From an optimization exercise on the open Yosys and OpenROAD flow, aimed at small area and a short achievable clock period; shortcuts taken in it are not production practice.
RTL that was checked went through simulation tests only; none was proved equivalent to the original.

// fir_direct_nom
module fir_direct_nom (
    input              clk,
    input              rst,
    input  signed [4:0] in,
    output signed [4:0] out,
    input  [249:0]     tap_coeffs
);
clock: 12.0 ns
lec_check: 0
cap_margin: 20
core_margin: 2
core_utilization: 40
slew_margin: 20
synth_hierarchical: 1
synth_minimum_keep_size: 0
standard.sh (not shown) runs the stock make flow with config.mk's settings and CLKGATE_MAP_FILE= SYNTH_SCRIPT=/design/flow/synth_recipe.tcl, a recipe that flattens the netlist after the stock synthesis.
==> flow/flow/run.sh <==
#!/bin/bash
# ORFS layout (the standard.sh) in three calls:
#  1. synthesis to placement as standard, with plain buf_2 port buffers;
#  2. CTS and 3. routing to finish, with timing repair aimed at a setup
#     slack margin and at the worst paths only.
set -e
export BUFFER_PORTS_ARGS="-buffer_cell sky130_fd_sc_hd__buf_2"
bash standard.sh synth floorplan place > standard_place.log 2>&1
export SETUP_SLACK_MARGIN=7.4
export TNS_END_PERCENT=0
bash standard.sh cts > standard_cts.log 2>&1
bash standard.sh > standard_finish.log 2>&1
The baseline passed the timing, DRC and antenna checks.
Change:
--- a/flow/flow/run.sh
+++ b/flow/flow/run.sh
@@ -9,3 +9,3 @@
 export SETUP_SLACK_MARGIN=7.4
-export TNS_END_PERCENT=0
+export TNS_END_PERCENT=100
 bash standard.sh cts > standard_cts.log 2>&1
--- a/flow/config.mk
+++ b/flow/config.mk
@@ -10,2 +10,5 @@
 export CORE_UTILIZATION = 40
+export CTS_BUF_LIST = sky130_fd_sc_hd__clkbuf_8
+export CTS_CLUSTER_DIAMETER = 50
+export CTS_CLUSTER_SIZE = 16
 export SLEW_MARGIN = 20
Count of clock-buffer cells in the layout drops by 1.
Worst setup slack improved by 70 ps.
Maximum frequency climbs by 1.5%.
Change:
--- a/flow/flow/run.sh
+++ b/flow/flow/run.sh
@@ -9,3 +9,3 @@
 export SETUP_SLACK_MARGIN=7.4
-export TNS_END_PERCENT=100
+export TNS_END_PERCENT=0
 bash standard.sh cts > standard_cts.log 2>&1
=>
- first-iteration DRC count increases by 9.1%
- worst hold slack stays flat
- critical path depth is unchanged
- routed wire length decreases by 1.4%
- count of clock-buffer cells in the layout does not change
- clock skew increases by 3.1 ps
Change:
--- a/flow/flow/run.sh
+++ b/flow/flow/run.sh
@@ -8,3 +8,3 @@
 bash standard.sh synth floorplan place > standard_place.log 2>&1
-export SETUP_SLACK_MARGIN=7.4
+export SETUP_SLACK_MARGIN=7.1
 export TNS_END_PERCENT=0
Result: Sequential share of layout area climbs by 0.30 points; worst setup slack degrades by 90 ps; sequential cell count is unchanged; synthesized cell count does not change; wire length hardly moves; non-clock buffer count drops by 5.
Change:
--- a/flow/flow/run.sh
+++ b/flow/flow/run.sh
@@ -8,3 +8,3 @@
 bash standard.sh synth floorplan place > standard_place.log 2>&1
-export SETUP_SLACK_MARGIN=7.1
+export SETUP_SLACK_MARGIN=7.4
 export TNS_END_PERCENT=0
--- a/flow/config.mk
+++ b/flow/config.mk
@@ -9,3 +9,3 @@
 export CORE_MARGIN = 2
-export CORE_UTILIZATION = 40
+export CORE_UTILIZATION = 55
 export CTS_BUF_LIST = sky130_fd_sc_hd__clkbuf_8
What happened:
- The changed run finished with timing, DRC and antenna clean
- cell count came out lower by 8.1%
- die area falls by 27%
- area after synthesis is unchanged
- worst hold slack is about the same

========
job 305:
Another version of the RTL of fir_direct_nom (not shown whole).
Size in the first run: roughly 260 I/O pins, ~0.038 mm2 of cells after synthesis.
Design fir_direct_nom, start of the top module:
module fir_direct_nom (
    input              clk,
    input              rst,
    input  signed [4:0] in,
    output signed [4:0] out,
    input  [249:0]     tap_coeffs
);
Settings: LEC_CHECK=0, CAP_MARGIN=20, CORE_MARGIN=2, CORE_UTILIZATION=40, CTS_BUF_LIST=sky130_fd_sc_hd__clkbuf_4 sky130_fd_sc_hd__clkbuf_8, CTS_CLUSTER_DIAMETER=60, CTS_CLUSTER_SIZE=20, SLEW_MARGIN=20, SYNTH_HIERARCHICAL=1, SYNTH_MINIMUM_KEEP_SIZE=0; clock period 12.0 ns.
==> flow/flow/run.sh <==
#!/bin/bash
# ORFS layout (the standard.sh) in three calls:
#  1. synthesis to placement as standard, with plain buf_2 port buffers;
#  2. CTS and 3. routing to finish, with timing repair aimed at a setup
#     slack margin and at the worst paths only.
set -e
export BUFFER_PORTS_ARGS="-buffer_cell sky130_fd_sc_hd__buf_2"
bash standard.sh synth floorplan place > standard_place.log 2>&1
export SETUP_SLACK_MARGIN=7.4
export TNS_END_PERCENT=0
bash standard.sh cts > standard_cts.log 2>&1
bash standard.sh > standard_finish.log 2>&1
Job 305 reached the final stage; the timing, DRC and antenna checks on its layout passed.
Setup changes, job 305 to job 4116
# job 305
export LEC_CHECK = 0
export CAP_MARGIN = 20
export CORE_MARGIN = 2
export CORE_UTILIZATION = 40
export CTS_BUF_LIST = sky130_fd_sc_hd__clkbuf_4 sky130_fd_sc_hd__clkbuf_8
export CTS_CLUSTER_DIAMETER = 60
export CTS_CLUSTER_SIZE = 20
export SLEW_MARGIN = 20
export SYNTH_HIERARCHICAL = 1
export SYNTH_MINIMUM_KEEP_SIZE = 0
create_clock -name core_clock -period 12.0 [get_ports {clk}]
# job 4116
export LEC_CHECK = 0
export CAP_MARGIN = 20
export CORE_MARGIN = 2
export CORE_UTILIZATION = 40
export SLEW_MARGIN = 20
export SYNTH_HIERARCHICAL = 1
export SYNTH_MINIMUM_KEEP_SIZE = 0
create_clock -name core_clock -period 12.0 [get_ports {clk}]
==> flow/flow/run.sh <==
#!/bin/bash
# Standard ORFS layout; only the port buffers are plain buf cells instead of
# the default delay buffers.
set -e
export BUFFER_PORTS_ARGS="-buffer_cell sky130_fd_sc_hd__buf_2"
bash standard.sh > standard.log 2>&1
--- outcome ---
The amount of wire on met2 after detailed routing on job 4116 is in line with that on job 305.
Of the two values seen for launch point of the critical path, ra[96]$_DFF_P_ was produced by job 4116 and ra[123]$_DFF_P_ by job 305.
Multiplexer share of the synthesized area essentially unchanged between job 305 and job 4116.
Of job 4116 and job 305, it is job 4116 that has the lower sequential share of layout area.
For the worst setup slack, job 4116 came in 0.37 ns lower than job 305 did.
The global-route track usage on met1 of job 305 and that of job 4116 are within noise of each other.
The following lists how job 1744 was set up differently from job 4116:
==> flow/flow/run.sh <==
#!/bin/bash
# Standard ORFS layout with plain buf_2 port buffers; timing repair aims at
# a setup slack margin so the resizer works on the critical paths.
set -e
export BUFFER_PORTS_ARGS="-buffer_cell sky130_fd_sc_hd__buf_2"
export SETUP_SLACK_MARGIN=7.9
bash standard.sh > standard.log 2>&1
[summary]
- Job 1744: no failed stages, no open violations at the end
- Compared with job 4116, detailed-routed wire length on met2 in job 1744 increased by a little under 10%.
- Going from job 4116 to job 1744, area of all placed cells without fillers grew by more than 10%.
- Compared with job 4116, in job 1744 fraction of the core area covered by cells at the end of the flow up 8.6 points, count of clock-buffer cells in the layout moved up, area growth from synthesis to layout went up 21 points.
- Of job 1744 and job 4116, the run reporting the higher global-route track usage on met1 was job 1744.
- Final setup slack of the worst path: job 1744 higher than job 4116
- Job 1744 vs job 4116, most frequent standard cell in the layout excluding fill and tap cells: sky130_fd_sc_hd__fa_2 vs sky130_fd_sc_hd__nand2_1
- Compared with job 4116, in job 1744 global-route usage saw an increase, portion of the layout cell area used by clock cells saw a decrease.
Modified inputs, job 3783 compared to job 1744
diff --git a/flow/flow/run.sh b/flow/flow/run.sh
--- a/flow/flow/run.sh
+++ b/flow/flow/run.sh
@@ -5,3 +5,3 @@
 export BUFFER_PORTS_ARGS="-buffer_cell sky130_fd_sc_hd__buf_2"
-export SETUP_SLACK_MARGIN=7.9
+export SETUP_SLACK_MARGIN=${MARGIN:-6.9}
 bash standard.sh > standard.log 2>&1
==> summary.txt <==
Comparing job 1744 and job 3783, area of the multi-input gates is higher on job 1744. Between job 1744 and job 3783, the cell count went down. Job 1744 → job 3783: overall routing resource usage went down by 2.6 points, fraction of final layout cells with drive strength greater than 1 went down 44 points. Fraction of area in multi-input gates in job 3783 vs job 1744: down 0.72 points. Core utilization (job 3783 over job 1744): decrease, 8.3 points. In job 3783 relative to job 1744, maximum number of pins on one net before global-route repair had gone down by more than a quarter. When the final numbers for job 1744 and job 3783 were put side by side, the achievable clock frequency turned out to be greater in job 1744. Of job 1744 and job 3783, the higher clock network area share belongs to job 3783.
For job 498, these inputs were changed with respect to job 3783:
diff --git a/flow/flow/run.sh b/flow/flow/run.sh
--- a/flow/flow/run.sh
+++ b/flow/flow/run.sh
@@ -5,3 +5,3 @@
 export BUFFER_PORTS_ARGS="-buffer_cell sky130_fd_sc_hd__buf_2"
-export SETUP_SLACK_MARGIN=${MARGIN:-6.9}
+export SETUP_SLACK_MARGIN=7.4
 bash standard.sh > standard.log 2>&1
--- outcome ---
- Post-cts resize count up 712 in job 498 wrt job 3783
- Higher design area was reported by job 498, not job 3783.
- Summary of the comparison: final-stage net count is higher in job 498, relative to job 3783.
- Diff job 3783 and job 498: global-route wire length before repair lower in job 3783
No functional check of the RTL was part of any run of this note.

========
## the reference run
fir_direct_nom, a different RTL version from the one above (not shown whole).
Size in the first run: about 2900 cells after synthesis, about 420 flip-flops, roughly 260 I/O pins.
Settings: LEC_CHECK=0, CAP_MARGIN=20, CORE_MARGIN=2, CORE_UTILIZATION=60, CTS_BUF_LIST=sky130_fd_sc_hd__clkbuf_8, CTS_CLUSTER_DIAMETER=40, CTS_CLUSTER_SIZE=12, SLEW_MARGIN=20, SYNTH_HIERARCHICAL=1, SYNTH_MINIMUM_KEEP_SIZE=0; clock period 12.0 ns.
==> flow/flow/run.sh <==
#!/bin/bash
# ORFS layout (the standard.sh) in three calls:
#  1. synthesis to placement as standard, with plain buf_2 port buffers;
#  2. CTS and 3. routing to finish, with timing repair aimed at a setup
#     slack margin and at the worst paths only.
set -e
export BUFFER_PORTS_ARGS="-buffer_cell sky130_fd_sc_hd__buf_2"
bash standard.sh synth floorplan place > standard_place.log 2>&1
export SETUP_SLACK_MARGIN=7.4
export TNS_END_PERCENT=0
bash standard.sh cts > standard_cts.log 2>&1
bash standard.sh > standard_finish.log 2>&1
The following lists how the trial run was set up differently from the reference run:
Settings: CTS_BUF_LIST no longer set, was sky130_fd_sc_hd__clkbuf_8; CTS_CLUSTER_DIAMETER no longer set, was 40; CTS_CLUSTER_SIZE no longer set, was 12; CORE_UTILIZATION now 40, was 60.
Findings:
- Going from the reference run to the trial run, ratio of final minimum period to clock period has increased.
- Summary of the trial run over the reference run: non-clock buffer count increased about 1.1%, setup violation total in the final timing report essentially unchanged, effective utilization at floorplan decreased 20 points.
No functional check of the RTL was part of any run of this note.

separate check: timing with driven ports:
The results above use ideal ports. As a check the final layouts listed here were re-extracted and re-timed, cells and wires unchanged.
Step 1: set_driving_cell puts a clkbuf_16 on clk and a buf_2 on each other input, an assumption about the parent block.
Step 2, shift: input delay + t, output delay - t, t = (earliest + latest rising clock arrival at the registers) / 2. This alone moves slack from input paths to output paths.
Slacks: no drivers / after step 1 / after step 2; pairs: no drivers / after step 1.
| run | t, ns | setup WS [ns] | latest minus earliest clock arrival (ns) | worst slew at a driven data input, ns |
|---|---|---|---|---|
| the first run of note 1 | 0.684 | 7.135 / 7.174 / 6.490 | 0.045 / 0.046 | 0.08 |
| the second run of note 1 | 0.750 | 7.205 / 7.233 / 6.483 | 0.051 / 0.051 | 0.13 |
| the third run of note 1 | 0.760 | 7.184 / 7.223 / 6.470 | 0.054 / 0.054 | 0.09 |
| the fourth run of note 1 | 0.752 | 7.094 / 7.111 / 6.359 | 0.050 / 0.049 | 0.09 |
| the fifth run of note 1 | 0.738 | 7.210 / 7.245 / 6.507 | 0.053 / 0.053 | 0.07 |
| job 305 | 0.757 | 6.905 / 6.905 / 6.275 | 0.054 / 0.054 | 0.10 |
| job 4116 | 0.686 | 6.534 / 6.534 / 6.201 | 0.025 / 0.025 | 0.09 |
| job 1744 | 0.704 | 7.034 / 7.034 / 6.383 | 0.031 / 0.031 | 0.12 |
| job 3783 | 0.700 | 6.938 / 6.938 / 6.317 | 0.036 / 0.036 | 0.08 |
| job 498 | 0.695 | 6.960 / 6.960 / 6.452 | 0.030 / 0.030 | 0.12 |
| the reference run | 0.754 | 6.866 / 6.910 / 6.156 | 0.047 / 0.046 | 0.08 |
| the trial run | 0.683 | 6.794 / 6.823 / 6.139 | 0.019 / 0.019 | 0.11 |
After both steps setup and hold are still met in every run listed. For the fourth run of note 1, which loses most, drivers alone change the setup slack by +0.017 ns; drivers and shift together by -0.735 ns.
